Background: an optimization exercise with open tools, aiming at small area. Do not read the settings as production practice. Function was checked by simulation only, so behaviour that the tests miss may differ from the original. No driver is modelled on the clock port, so clocking that relies on it looks cheaper here than on a real chip. Power figures rest on the tool's default switching activity, not on a simulated workload.

==> flow/design.v (excerpt) <==
module main_wrapper
   (btn_pin,
    rst,
    seg_cs_pin,
    seg_data_0_pin,
    seg_data_1_pin,
    sw_pin,
    sys_clk_in);
export LEC_CHECK = 0
export CAP_MARGIN = 20
export CORE_MARGIN = 2
export CORE_UTILIZATION = 60
export PLACE_DENSITY = 0.85
export SLEW_MARGIN = 20
create_clock -name core_clock -period 60.0 [get_ports {sys_clk_in}]
standard.sh (not shown) runs the stock make flow with config.mk's settings and CLKGATE_MAP_FILE= SYNTH_SCRIPT=/design/flow/synth_recipe.tcl, a recipe that flattens the netlist after the stock synthesis.
==> flow/flow/run.sh <==
#!/bin/bash
# Own layout flow: the standard flow (standard.sh), except that
#  - synthesis maps the logic with area-oriented ABC scripts
#    (flow/area_synth.tcl, flow/area_*.abc) and without Yosys's adder
#    extraction; everything before ABC, so every register and its name, is
#    as in the standard synthesis. Each ABC script is tried in a folder of its
#    own and the smallest netlist is laid out;
#  - the port buffers, and the buffers synthesis puts between two ports
#    driven by one net, are the smallest buffer;
#  - CTS uses small clock buffers and inserts no dummy clock loads; then
#    the leaves that drive many flip-flops get a stronger buffer.
# Each step's full output goes to a log file in the work folder.
set -euo pipefail
WORK=$(pwd)
R=orfs/results/$FLOW_PLATFORM/main_wrapper/base
CTS="-sink_clustering_enable -repair_clock_nets -dont_use_dummy_load -buf_list sky130_fd_sc_hd__clkbuf_4 -sink_clustering_size 10 -sink_clustering_max_diameter 50 -sink_buffer_max_cap_derate 0.05"
SYN=(ADDER_MAP_FILE= "SYNTH_SCRIPT=$WORK/flow/area_synth.tcl" \
     "MIN_BUF_CELL_AND_PORTS=sky130_fd_sc_hd__buf_1 A X")

# synthesis with each ABC script, in parallel
for a in flow/area_*.abc; do
  n=$(basename $a .abc)
  sed "s|$WORK/orfs|$WORK/syn_$n|g" standard.sh > $WORK/standard_$n.sh
  AREA_ABC_SCRIPT=$WORK/$a bash $WORK/standard_$n.sh synth "${SYN[@]}" \
    > $WORK/1_synth_$n.log 2>&1 &
done
wait
best=""; bestarea=""
for a in flow/area_*.abc; do
  n=$(basename $a .abc)
  f=$WORK/syn_$n/reports/$FLOW_PLATFORM/main_wrapper/base/synth_stat.txt
  [[ -f $f && -f $WORK/syn_$n/results/$FLOW_PLATFORM/main_wrapper/base/1_2_yosys.v ]] || continue
  area=$(grep "Chip area for module" $f | tail -1 | awk '{print $NF}')
  echo "$n $area" >> $WORK/1_synth_areas.txt
  if [[ -z $best ]] || awk -v a=$area -v b=$bestarea 'BEGIN{exit !(a<b)}'; then
    best=$n; bestarea=$area
  fi
done
echo "best $best $bestarea" >> $WORK/1_synth_areas.txt

# the best synthesis becomes the standard folder's; the rest are removed
rm -rf $WORK/orfs
mv $WORK/syn_$best $WORK/orfs
rm -rf $WORK/syn_*

LAYOUT=("${SYN[@]}" "BUFFER_PORTS_ARGS=-buffer_cell sky130_fd_sc_hd__buf_1" "CTS_ARGS=$CTS")
AREA_ABC_SCRIPT=$WORK/flow/$best.abc bash standard.sh cts "${LAYOUT[@]}" > $WORK/2_layout_to_cts.log 2>&1

# stronger buffers for the clock tree's heavily loaded leaves (flow/clk_leaf.tcl)
LEAF_LIB=$FLOW_HOME/platforms/$FLOW_PLATFORM/lib/sky130_fd_sc_hd__tt_025C_1v80.lib \
LEAF_RC=$FLOW_HOME/platforms/$FLOW_PLATFORM/setRC.tcl \
LEAF_DB=$WORK/$R/4_cts.odb LEAF_SDC=$WORK/$R/4_cts.sdc \
LEAF_BIG=sky130_fd_sc_hd__clkbuf_8 LEAF_MAX_SINKS=10 LEAF_MAX_SLEW_PS=95 \
  openroad -no_init -exit $WORK/flow/clk_leaf.tcl > $WORK/3_clk_leaf.log 2>&1

AREA_ABC_SCRIPT=$WORK/flow/$best.abc bash standard.sh finish "${LAYOUT[@]}" > $WORK/4_layout_finish.log 2>&1
==> flow/flow/area_m3.abc <==
strash
&get -n
&fraig -x
&put
scorr
dc2
strash
&get -n
&deepsyn -T 30
&put
strash
&get -n
&dch -f
&nf -R 1000 -E 100
&put
==> flow/flow/area_m4.abc <==
strash
&get -n
&fraig -x
&put
scorr
dc2
strash
&get -n
&deepsyn -T 30
&put
strash
&get -n
&dch -f
&nf -R 1000
&put
strash
&get -n
&dch -f
&nf -R 1000
&put
strash
&get -n
&dch -f
&nf -R 1000
&put
Other scripts of this flow, unchanged in this note and not shown: flow/flow/area_f1.abc, flow/flow/area_k1.abc, flow/flow/area_k2.abc, flow/flow/area_k3.abc, flow/flow/area_synth.tcl, flow/flow/clk_leaf.tcl
Change:
--- a/flow/flow/run.sh
+++ b/flow/flow/run.sh
@@ -14,5 +14,5 @@
 WORK=$(pwd)
 R=orfs/results/$FLOW_PLATFORM/main_wrapper/base
-CTS="-sink_clustering_enable -repair_clock_nets -dont_use_dummy_load -buf_list sky130_fd_sc_hd__clkbuf_4 -sink_clustering_size 10 -sink_clustering_max_diameter 50 -sink_buffer_max_cap_derate 0.05"
+CTS="-sink_clustering_enable -repair_clock_nets -dont_use_dummy_load -buf_list sky130_fd_sc_hd__clkbuf_4 -sink_clustering_size 10 -sink_clustering_max_diameter 50"
 SYN=(ADDER_MAP_FILE= "SYNTH_SCRIPT=$WORK/flow/area_synth.tcl" \
      "MIN_BUF_CELL_AND_PORTS=sky130_fd_sc_hd__buf_1 A X")
Settings changed: CORE_UTILIZATION 60 to 40, PLACE_DENSITY 0.85 to unset.
removed: flow/flow/area_m3.abc
removed: flow/flow/area_m4.abc
Result: The new run finished with timing, DRC and antenna clean. Sequential power hardly moves. Via count went down by 3.1%. Non-clock buffer count climbs by 2. Wire length hardly moves. Utilization went down by 21 points. Hold slack stays flat. Setup slack gains 85 ps. Synthesized cell count fell by 0.72%. Area after synthesis decreases by 0.55%.
Change:
Settings changed: CORE_UTILIZATION 40 to 60, PLACE_DENSITY set to 0.85.
Effect: The changed run passed the timing, design-rule and antenna checks; hold slack gains 4.7 ps; via count grows by a few percent; design area goes down slightly; setup slack improved by 50 ps; die area falls by a quarter to a third; cell count goes down by a little under a tenth.
Change:
Settings changed: CORE_UTILIZATION 60 to 40, PLACE_DENSITY 0.85 to 0.8.
Design area goes up by 1.8%.
Core utilization goes down by 20 points.
Area after synthesis does not change.
Final cell count goes up by 9.2%.
Wire length goes up by 1.9%.
Setup slack gets worse by 66 ps.
Hold slack gets worse by 7.7 ps.
Critical path depth goes up by 1.
Combinational power goes up by about 0.9%.
Via count goes up by 0.57%.
Total power is about the same.

---

08-26:
Starting RTL as in the previous note.
## main_wrapper
module main_wrapper
   (btn_pin,
    rst,
    seg_cs_pin,
    seg_data_0_pin,
    seg_data_1_pin,
    sw_pin,
    sys_clk_in);
clock: 60.0 ns
lec_check: 0
cap_margin: 20
core_margin: 2
core_utilization: 60
place_density: 0.85
slew_margin: 20
==> flow/flow/run.sh <==
#!/bin/bash
# Own layout flow: the standard flow (standard.sh), except that
#  - synthesis maps the logic with area-oriented ABC scripts
#    (flow/area_synth.tcl, flow/area_*.abc) and without Yosys's adder
#    extraction; everything before ABC, so every register and its name, is
#    as in the standard synthesis. Each ABC script is tried in a folder of its
#    own and the smallest netlist is laid out;
#  - the port buffers, and the buffers synthesis puts between two ports
#    driven by one net, are the smallest buffer;
#  - CTS uses small clock buffers and inserts no dummy clock loads; then
#    the leaves that drive many flip-flops get a stronger buffer.
# Each step's full output goes to a log file in the work folder.
set -euo pipefail
WORK=$(pwd)
R=orfs/results/$FLOW_PLATFORM/main_wrapper/base
CTS="-sink_clustering_enable -repair_clock_nets -dont_use_dummy_load -buf_list sky130_fd_sc_hd__clkbuf_8 -sink_clustering_size 10 -sink_clustering_max_diameter 50 -sink_buffer_max_cap_derate 0.2"
SYN=(ADDER_MAP_FILE= "SYNTH_SCRIPT=$WORK/flow/area_synth.tcl" \
     "MIN_BUF_CELL_AND_PORTS=sky130_fd_sc_hd__buf_1 A X")

# synthesis with each ABC script, in parallel
for a in flow/area_*.abc; do
  n=$(basename $a .abc)
  sed "s|$WORK/orfs|$WORK/syn_$n|g" standard.sh > $WORK/standard_$n.sh
  AREA_ABC_SCRIPT=$WORK/$a bash $WORK/standard_$n.sh synth "${SYN[@]}" \
    > $WORK/1_synth_$n.log 2>&1 &
done
wait
best=""; bestarea=""
for a in flow/area_*.abc; do
  n=$(basename $a .abc)
  f=$WORK/syn_$n/reports/$FLOW_PLATFORM/main_wrapper/base/synth_stat.txt
  [[ -f $f && -f $WORK/syn_$n/results/$FLOW_PLATFORM/main_wrapper/base/1_2_yosys.v ]] || continue
  area=$(grep "Chip area for module" $f | tail -1 | awk '{print $NF}')
  echo "$n $area" >> $WORK/1_synth_areas.txt
  if [[ -z $best ]] || awk -v a=$area -v b=$bestarea 'BEGIN{exit !(a<b)}'; then
    best=$n; bestarea=$area
  fi
done
echo "best $best $bestarea" >> $WORK/1_synth_areas.txt

# the best synthesis becomes the standard folder's; the rest are removed
rm -rf $WORK/orfs
mv $WORK/syn_$best $WORK/orfs
rm -rf $WORK/syn_*

LAYOUT=("${SYN[@]}" "BUFFER_PORTS_ARGS=-buffer_cell sky130_fd_sc_hd__buf_1" "CTS_ARGS=$CTS")
AREA_ABC_SCRIPT=$WORK/flow/$best.abc bash standard.sh cts "${LAYOUT[@]}" > $WORK/2_layout_to_cts.log 2>&1

# stronger buffers for the clock tree's heavily loaded leaves (flow/clk_leaf.tcl)
LEAF_LIB=$FLOW_HOME/platforms/$FLOW_PLATFORM/lib/sky130_fd_sc_hd__tt_025C_1v80.lib \
LEAF_RC=$FLOW_HOME/platforms/$FLOW_PLATFORM/setRC.tcl \
LEAF_DB=$WORK/$R/4_cts.odb LEAF_SDC=$WORK/$R/4_cts.sdc \
LEAF_BIG=sky130_fd_sc_hd__clkbuf_8 LEAF_MAX_SINKS=10 LEAF_MAX_SLEW_PS=95 \
  openroad -no_init -exit $WORK/flow/clk_leaf.tcl > $WORK/3_clk_leaf.log 2>&1

AREA_ABC_SCRIPT=$WORK/flow/$best.abc bash standard.sh finish "${LAYOUT[@]}" > $WORK/4_layout_finish.log 2>&1
Other scripts of this flow, unchanged in this note and not shown: flow/flow/area_f1.abc, flow/flow/area_k1.abc, flow/flow/area_k2.abc, flow/flow/area_k3.abc, flow/flow/area_m3.abc, flow/flow/area_m4.abc, flow/flow/area_synth.tcl, flow/flow/clk_leaf.tcl
Relative to 08-26, the following input files were edited for 03-24:
--- a/flow/flow/run.sh
+++ b/flow/flow/run.sh
@@ -14,5 +14,5 @@
 WORK=$(pwd)
 R=orfs/results/$FLOW_PLATFORM/main_wrapper/base
-CTS="-sink_clustering_enable -repair_clock_nets -dont_use_dummy_load -buf_list sky130_fd_sc_hd__clkbuf_8 -sink_clustering_size 10 -sink_clustering_max_diameter 50 -sink_buffer_max_cap_derate 0.2"
+CTS="-sink_clustering_enable -repair_clock_nets -dont_use_dummy_load -buf_list sky130_fd_sc_hd__clkbuf_4 -sink_clustering_size 10 -sink_clustering_max_diameter 50"
 SYN=(ADDER_MAP_FILE= "SYNTH_SCRIPT=$WORK/flow/area_synth.tcl" \
      "MIN_BUF_CELL_AND_PORTS=sky130_fd_sc_hd__buf_1 A X")
==> comparison <==
Post-synthesis net count up 5 in 03-24 wrt 08-26
Re count of clock-net buffers in the final layout: no difference whatsoever between 08-26 and 03-24.
For the cell area power density, 03-24 came in 1.3 mW/mm^2 lower than 08-26 did.
Power, 08-26 and 03-24, lower one = 03-24.
Net count reported at finish went up slightly going from 08-26 to 03-24.
| fmax | 08-26 vs 03-24 | ≈ equal |
Summary of the comparison: power share of the clock group is lower in 03-24, relative to 08-26.
03-24 gives less post-synthesis to final-layout area growth than 08-26 did.
The sequential fraction of the synthesis area of 03-24 and that of 08-26 are within noise of each other.
Of 08-26 and 03-24, the higher final area belongs to 08-26.
For number of sequential storage elements, 03-24 and 08-26 come out practically identical.

---

run R:
The RTL this note starts from:
==> flow/design.v <==
module Debounce(
  input clk,
  input rst,
  input [3:0] sw_pin,
  input [2:0] btn_pin,
  output [3:0] aim,    
  output [2:0] btr,    
  output [2:0] btd     
);
  reg [3:0] sws1, swc0, swc1;
  reg [2:0] bts1, btc0, btc1;
  always @(posedge clk) begin
    sws1 <= sw_pin;
    if (rst) begin
      swc0 <= 0; swc1 <= 0;
      bts1 <= 0; btc0 <= 0; btc1 <= 0;
    end else begin
      swc0 <= sws1 & ~swc1;
      swc1 <= sws1 & (swc0 | swc1);
      bts1 <= btn_pin;
      btc0 <= bts1 & ~btc1;
      btc1 <= bts1 & (btc0 | btc1);
    end
  end
  assign aim = swc1 & ~swc0;
  assign btr = btc1 & ~btc0;
  assign btd = bts1 & btc1;
endmodule
module Random_gen(
  input clk,
  input rst,
  input clr_btn,
  input hold,
  output reg [3:0] dec
);
  reg [63:0] ls;
  wire clr = rst | clr_btn;
  wire fb = ~(ls[63] ^ ls[62] ^ ls[60] ^ ls[59]);
  integer j;
  always @(posedge clk) begin
    ls[0] <= ~clr & fb;
    for (j = 1; j < 64; j = j + 1)
      if (j % 2 == 1) ls[j] <= ~(~clr & ls[j-1]);
      else ls[j] <= ~(clr | ls[j-1]);
  end
  wire [3:0] nib = {~ls[3], ls[2], ~ls[1], ls[0]};
  wire nib_ok = (nib != 4'd0) && (nib <= 4'd9);
  always @(posedge clk)
    if (nib_ok && !hold) dec <= nib;
endmodule
module Control(
  input clk,
  input rst,
  input [3:0] aim,
  input rf,             
  input mf,             
  input [3:0] dec,
  output hit_nx,        
  output reg game,
  output [23:0] b,      
  output [18:0] s       
);
  wire r0, r9;
  wire [8:0] q;
  Counter counter_i (.clk(clk), .rst(rst), .q(q), .r0(r0), .r9(r9));
  wire remove;
  Score score_i (.clk(clk), .rst(rst), .rf(rf), .inc(remove), .s(s));
  Hit hit_i (.s(s), .game(game), .q(q), .r9(r9), .rst(rst), .hit_nx(hit_nx));
  reg hit;
  always @(posedge clk) hit <= hit_nx;
  wire seven;
  Board board_i (.clk(clk), .rst(rst), .clrb(rf | ~game), .entry(!rf && hit && game),
                 .fire(!rf && mf && game && r0), .aim(aim), .dec(dec), .b(b), .seven(seven),
                 .remove(remove));
  always @(posedge clk)
    if (rst | rf) game <= 1'b1;
    else if (seven) game <= 1'b0;
endmodule
module Counter(input clk, input rst, output reg [8:0] q, output r0, output r9);
  reg [4:0] r;
  assign r0 = ~r[4] & ~r[0];
  assign r9 = r[4] & ~r[3];
  wire r1 = ~r[1] & r[0];
  wire wrap = rst || (&q[8:4] && q[2] && r1);    
  always @(posedge clk) begin
    if (wrap) r <= 0;
    else r <= {r[3:0], ~r[4]};
    if (wrap) q <= 0;
    else if (r9) q <= q + 9'd1;
  end
endmodule
module Hit(input [18:0] s, input game, input [8:0] q, input r9, input rst, output hit_nx);
  wire [3:0] s1 = s[7:4], s0 = s[3:0];
  wire s_hi = |s[18:8];
  wire s0le5 = ~s0[3] & ~(s0[2] & s0[1]);    
  wire s0z = (s0 == 4'd0);
  wire l0 = (s1 == 4'd0) | (s1 == 4'd1 & s0z);
  wire l1 = (s1 == 4'd1 & ~s0z) | (s1 == 4'd2 & s0le5);
  wire l2 = (s1 == 4'd2 & ~s0le5) | (s1 == 4'd3 & s0le5);
  wire l3 = (s1 == 4'd3 & ~s0le5) | (s1 == 4'd4 & s0le5);
  wire l4 = (s1 == 4'd4 & ~s0le5) | (s1 == 4'd5 & s0z);
  wire low = game & ~s_hi;
  wire m = low & l0 ? (q == 9'd399) :
           low & l1 ? (q == 9'd299) :
           low & l2 ? (q == 9'd199) :
           low & l3 ? (q == 9'd159) :
           low & l4 ? (q == 9'd99) : (&q[8:4] & &q[1:0]);    
  assign hit_nx = ~rst & r9 & m;
endmodule
module Score(input clk, input rst, input rf, input inc, output [18:0] s);
  reg [2:0] s4;
  reg [3:0] s3, s2, s1, s0;
  assign s = {s4, s3, s2, s1, s0};
  wire s_max = s4[2] & s4[1] & s3[2] & s3[0] & s2[2] & s2[0] & s1[1] & s1[0] & s0[2] & s0[0];
  function [3:0] binc(input [3:0] d, input c);   
    binc = {d[3] ^ (c & d[0] & (d[3] | (d[2] & d[1]))),
            d[2] ^ (c & d[1] & d[0]),
            d[1] ^ (c & d[0] & ~d[3]),
            d[0] ^ c};
  endfunction
  wire c1 = inc & s0[3] & s0[0];
  wire c2 = c1 & s1[3] & s1[0];
  wire c3 = c2 & s2[3] & s2[0];
  wire c4 = c3 & s3[3] & s3[0];
  always @(posedge clk)
    if (rst || rf || (inc && s_max)) begin
      s4 <= 0; s3 <= 0; s2 <= 0; s1 <= 0; s0 <= 0;
    end else begin
      s0 <= binc(s0, inc);
      s1 <= binc(s1, c1);
      s2 <= binc(s2, c2);
      s3 <= binc(s3, c3);
      s4 <= s4 + {2'b0, c4};
    end
endmodule
module Board(input clk, input rst, input clrb, input entry, input fire, input [3:0] aim,
             input [3:0] dec, output reg [23:0] b, output reg seven, output remove);
  wire [6:0] nz;
  genvar k;
  generate for (k = 0; k < 6; k = k + 1) begin : g_nz
    assign nz[k] = |b[4*k+3:4*k];
  end endgenerate
  assign nz[6] = seven;
  reg [3:0] lead;
  integer j;
  always @(*) begin
    lead = 4'd0;
    for (j = 0; j < 6; j = j + 1)
      lead = lead | (b[4*j +: 4] & {4{~nz[j+1]}});
  end
  assign remove = fire && (aim == lead);
  reg [23:0] brm;
  always @(*)
    for (j = 0; j < 6; j = j + 1)
      brm[4*j +: 4] = b[4*j +: 4] & {4{~(remove & ~nz[j+1])}};
  always @(posedge clk)
    if (rst || clrb) begin
      b <= 0; seven <= 0;
    end else if (entry) begin
      b <= {brm[19:0], dec}; seven <= nz[5] & ~remove;
    end else
      b <= brm;
endmodule
module ssdisplay(
  input clk,
  input rst,
  input [23:0] b,
  input [18:0] s,
  input [3:0] aim,
  input test,
  input game,
  output [7:0] seg_data_0_pin,
  output [7:0] seg_data_1_pin,
  output [7:0] seg_cs_pin
);
  reg [1:0] p;
  always @(posedge clk)
    if (rst) p <= 0;
    else p <= p + 2'd1;
  function [6:0] seg7(input [3:0] v);
    seg7 = {v[3] | (v[2] & ~v[1]) | (~v[2] & v[1]) | (v[1] & ~v[0]),
            v[3] | (~v[1] & ~v[0]) | (v[2] & ~v[1]) | (v[2] & ~v[0]),
            (~v[2] & ~v[0]) | (v[1] & ~v[0]),
            v[3] | (~v[2] & ~v[0]) | (v[1] & ~v[0]) | (~v[2] & v[1]) | (v[2] & ~v[1] & v[0]),
            v[2] | ~v[1] | v[0],
            ~v[2] | (v[1] & v[0]) | (~v[1] & ~v[0]),
            v[3] | v[1] | (v[2] & v[0]) | (~v[2] & ~v[0])};
  endfunction
  reg [3:0] v1, v2;
  always @(*) begin
    case (p)
      2'd0: v1 = game ? aim : 4'd0;
      2'd1: v1 = 4'd0;
      2'd2: v1 = game ? b[23:20] : 4'd0;
      default: v1 = game ? b[19:16] : {1'b0, s[18:16]};
    endcase
    case (p)
      2'd0: v2 = game ? b[15:12] : s[15:12];
      2'd1: v2 = game ? b[11:8] : s[11:8];
      2'd2: v2 = game ? b[7:4] : s[7:4];
      default: v2 = game ? b[3:0] : s[3:0];
    endcase
  end
  wire blank1 = game & ((v1 == 4'd0) | (v1[3] & (v1[2] | v1[1])));
  wire blank2 = game & (v2 == 4'd0);
  wire sym = game & (p == 2'd1);
  assign seg_data_0_pin = test ? 8'hff : sym ? 8'b01001001 : blank1 ? 8'h00 : {1'b0, seg7(v1)};
  assign seg_data_1_pin = test ? 8'hff : blank2 ? 8'h00 : {1'b0, seg7(v2)};
  wire [3:0] cs = {p == 2'd3, p == 2'd2, p == 2'd1, p == 2'd0};
  assign seg_cs_pin = {cs, cs};
endmodule
module main_wrapper
   (btn_pin,
    rst,
    seg_cs_pin,
    seg_data_0_pin,
    seg_data_1_pin,
    sw_pin,
    sys_clk_in);
  input [4:0]btn_pin;
  input rst;
  output [7:0]seg_cs_pin;
  output [7:0]seg_data_0_pin;
  output [7:0]seg_data_1_pin;
  input [3:0]sw_pin;
  input sys_clk_in;
  wire [3:0] aim;
  wire [2:0] btr, btd;
  wire [3:0] dec;
  wire hit_nx, game;
  wire [23:0] b;
  wire [18:0] s;
  Debounce debounce_i (.clk(sys_clk_in), .rst(rst), .sw_pin(sw_pin), .btn_pin(btn_pin[2:0]),
                       .aim(aim), .btr(btr), .btd(btd));
  Random_gen random_i (.clk(sys_clk_in), .rst(rst), .clr_btn(btd[1]), .hold(hit_nx), .dec(dec));
  Control control_i (.clk(sys_clk_in), .rst(rst), .aim(aim), .rf(btr[1]), .mf(btr[2]),
                     .dec(dec), .hit_nx(hit_nx), .game(game), .b(b), .s(s));
  ssdisplay display_i (.clk(sys_clk_in), .rst(rst), .b(b), .s(s), .aim(aim), .test(btr[0]),
                       .game(game), .seg_data_0_pin(seg_data_0_pin),
                       .seg_data_1_pin(seg_data_1_pin), .seg_cs_pin(seg_cs_pin));
endmodule
export LEC_CHECK = 0
export CAP_MARGIN = 20
export CORE_MARGIN = 2
export CORE_UTILIZATION = 40
export GPL_TIMING_DRIVEN = 0
export SLEW_MARGIN = 20
create_clock -name core_clock -period 60.0 [get_ports {sys_clk_in}]
==> flow/flow/run.sh <==
#!/bin/bash
# Own layout flow: the standard flow (standard.sh), except that
#  - synthesis maps the logic with area-oriented ABC scripts
#    (flow/area_synth.tcl, flow/area_*.abc) and without Yosys's adder
#    extraction; everything before ABC, so every register and its name, is
#    as in the standard synthesis. Each ABC script is tried in a folder of its
#    own and the smallest netlist is laid out;
#  - the port buffers, and the buffers synthesis puts between two ports
#    driven by one net, are the smallest buffer;
#  - CTS uses small clock buffers and inserts no dummy clock loads; then
#    the leaves that drive many flip-flops get a stronger buffer.
# Each step's full output goes to a log file in the work folder.
set -euo pipefail
WORK=$(pwd)
R=orfs/results/$FLOW_PLATFORM/main_wrapper/base
CTS="-sink_clustering_enable -repair_clock_nets -dont_use_dummy_load -buf_list sky130_fd_sc_hd__clkbuf_4 -sink_clustering_size 10 -sink_clustering_max_diameter 50"
SYN=(ADDER_MAP_FILE= "SYNTH_SCRIPT=$WORK/flow/area_synth.tcl" \
     "MIN_BUF_CELL_AND_PORTS=sky130_fd_sc_hd__buf_1 A X")

# synthesis with each ABC script, in parallel
for a in flow/area_*.abc; do
  n=$(basename $a .abc)
  sed "s|$WORK/orfs|$WORK/syn_$n|g" standard.sh > $WORK/standard_$n.sh
  AREA_ABC_SCRIPT=$WORK/$a bash $WORK/standard_$n.sh synth "${SYN[@]}" \
    > $WORK/1_synth_$n.log 2>&1 &
done
wait
best=""; bestarea=""
for a in flow/area_*.abc; do
  n=$(basename $a .abc)
  f=$WORK/syn_$n/reports/$FLOW_PLATFORM/main_wrapper/base/synth_stat.txt
  [[ -f $f && -f $WORK/syn_$n/results/$FLOW_PLATFORM/main_wrapper/base/1_2_yosys.v ]] || continue
  area=$(grep "Chip area for module" $f | tail -1 | awk '{print $NF}')
  echo "$n $area" >> $WORK/1_synth_areas.txt
  if [[ -z $best ]] || awk -v a=$area -v b=$bestarea 'BEGIN{exit !(a<b)}'; then
    best=$n; bestarea=$area
  fi
done
echo "best $best $bestarea" >> $WORK/1_synth_areas.txt

# the best synthesis becomes the standard folder's; the rest are removed
rm -rf $WORK/orfs
mv $WORK/syn_$best $WORK/orfs
rm -rf $WORK/syn_*

LAYOUT=("${SYN[@]}" "BUFFER_PORTS_ARGS=-buffer_cell sky130_fd_sc_hd__buf_1" "CTS_ARGS=$CTS")
AREA_ABC_SCRIPT=$WORK/flow/$best.abc bash standard.sh cts "${LAYOUT[@]}" > $WORK/2_layout_to_cts.log 2>&1

# stronger buffers for the clock tree's heavily loaded leaves (flow/clk_leaf.tcl)
LEAF_LIB=$FLOW_HOME/platforms/$FLOW_PLATFORM/lib/sky130_fd_sc_hd__tt_025C_1v80.lib \
LEAF_RC=$FLOW_HOME/platforms/$FLOW_PLATFORM/setRC.tcl \
LEAF_DB=$WORK/$R/4_cts.odb LEAF_SDC=$WORK/$R/4_cts.sdc \
LEAF_BIG=sky130_fd_sc_hd__clkbuf_8 LEAF_MAX_SINKS=10 LEAF_MAX_SLEW_PS=95 \
  openroad -no_init -exit $WORK/flow/clk_leaf.tcl > $WORK/3_clk_leaf.log 2>&1

AREA_ABC_SCRIPT=$WORK/flow/$best.abc bash standard.sh finish "${LAYOUT[@]}" > $WORK/4_layout_finish.log 2>&1
Other scripts of this flow, unchanged in this note and not shown: flow/flow/area_f1.abc, flow/flow/area_k1.abc, flow/flow/area_k2.abc, flow/flow/area_k3.abc, flow/flow/area_synth.tcl, flow/flow/clk_leaf.tcl
--- input diff run R..run A ---
- clearing GPL_TIMING_DRIVEN, which used to be 0
## What came out
Between run R and run A, the final worst-path cycle share figures differ only marginally. NOTE post-layout total power run R->run A decreased slightly. Taking run A over run R, the detailed route wirelength on metal3 ratio works out to 0.865. Area of the multi-input gates down 7.5 um^2 in run A wrt run R. The run showing the smaller growth of design area from synthesis to finish is run A. When run A is measured against run R, its fraction of area in clock buffers and inverters turns out 0.19 points lower. Between run R and run A, the cell count went down. Comparing run A and run R, the higher total placed cells including tap cells was measured on run R. Worst hold margin came out lower on run A than on run R. Diff run R..run A | final setup violation count | unchanged. Relative to run R, run A improves design area.

-- static timing again, ports no longer ideal --
The flow's constraints put no driver on any port. The routed layouts listed below were extracted and timed again, unchanged, in two steps.
Step 1 sets driving cells, clkbuf_16 on the clock port and buf_2 on the other inputs (assumed; they add their load-dependent delay and slew).
Step 2 moves the port delays by t, midway between the first and last clock arrival at a register: inputs arrive t later, outputs are due t later. That takes back most of the time a late clock gives input paths.
Slacks: ideal / step 1 / step 2; pairs: ideal / step 1.
run	t (ns)	slack for setup (ns)	worst hold slack (ns)	worst register clock-pin slew, ns
the first run of note 1	0.553	44.513 / 44.481 / 45.034	0.353 / 0.353 / 0.353	0.11 / 0.11
the second run of note 1	0.574	44.598 / 44.567 / 45.140	0.352 / 0.352 / 0.352	0.09 / 0.09
the third run of note 1	0.547	44.648 / 44.621 / 45.168	0.357 / 0.357 / 0.357	0.09 / 0.09
the fourth run of note 1	0.549	44.582 / 44.551 / 45.100	0.349 / 0.349 / 0.349	0.09 / 0.09
08-26	0.455	44.461 / 44.430 / 44.884	0.359 / 0.359 / 0.359	0.09 / 0.09
03-24	0.540	44.490 / 44.463 / 45.003	0.359 / 0.359 / 0.359	0.09 / 0.09
run R	0.562	44.461 / 44.430 / 44.992	0.362 / 0.362 / 0.362	0.09 / 0.09
run A	0.552	44.398 / 44.365 / 44.918	0.350 / 0.350 / 0.350	0.10 / 0.10
After both steps setup and hold are still met in every run listed.
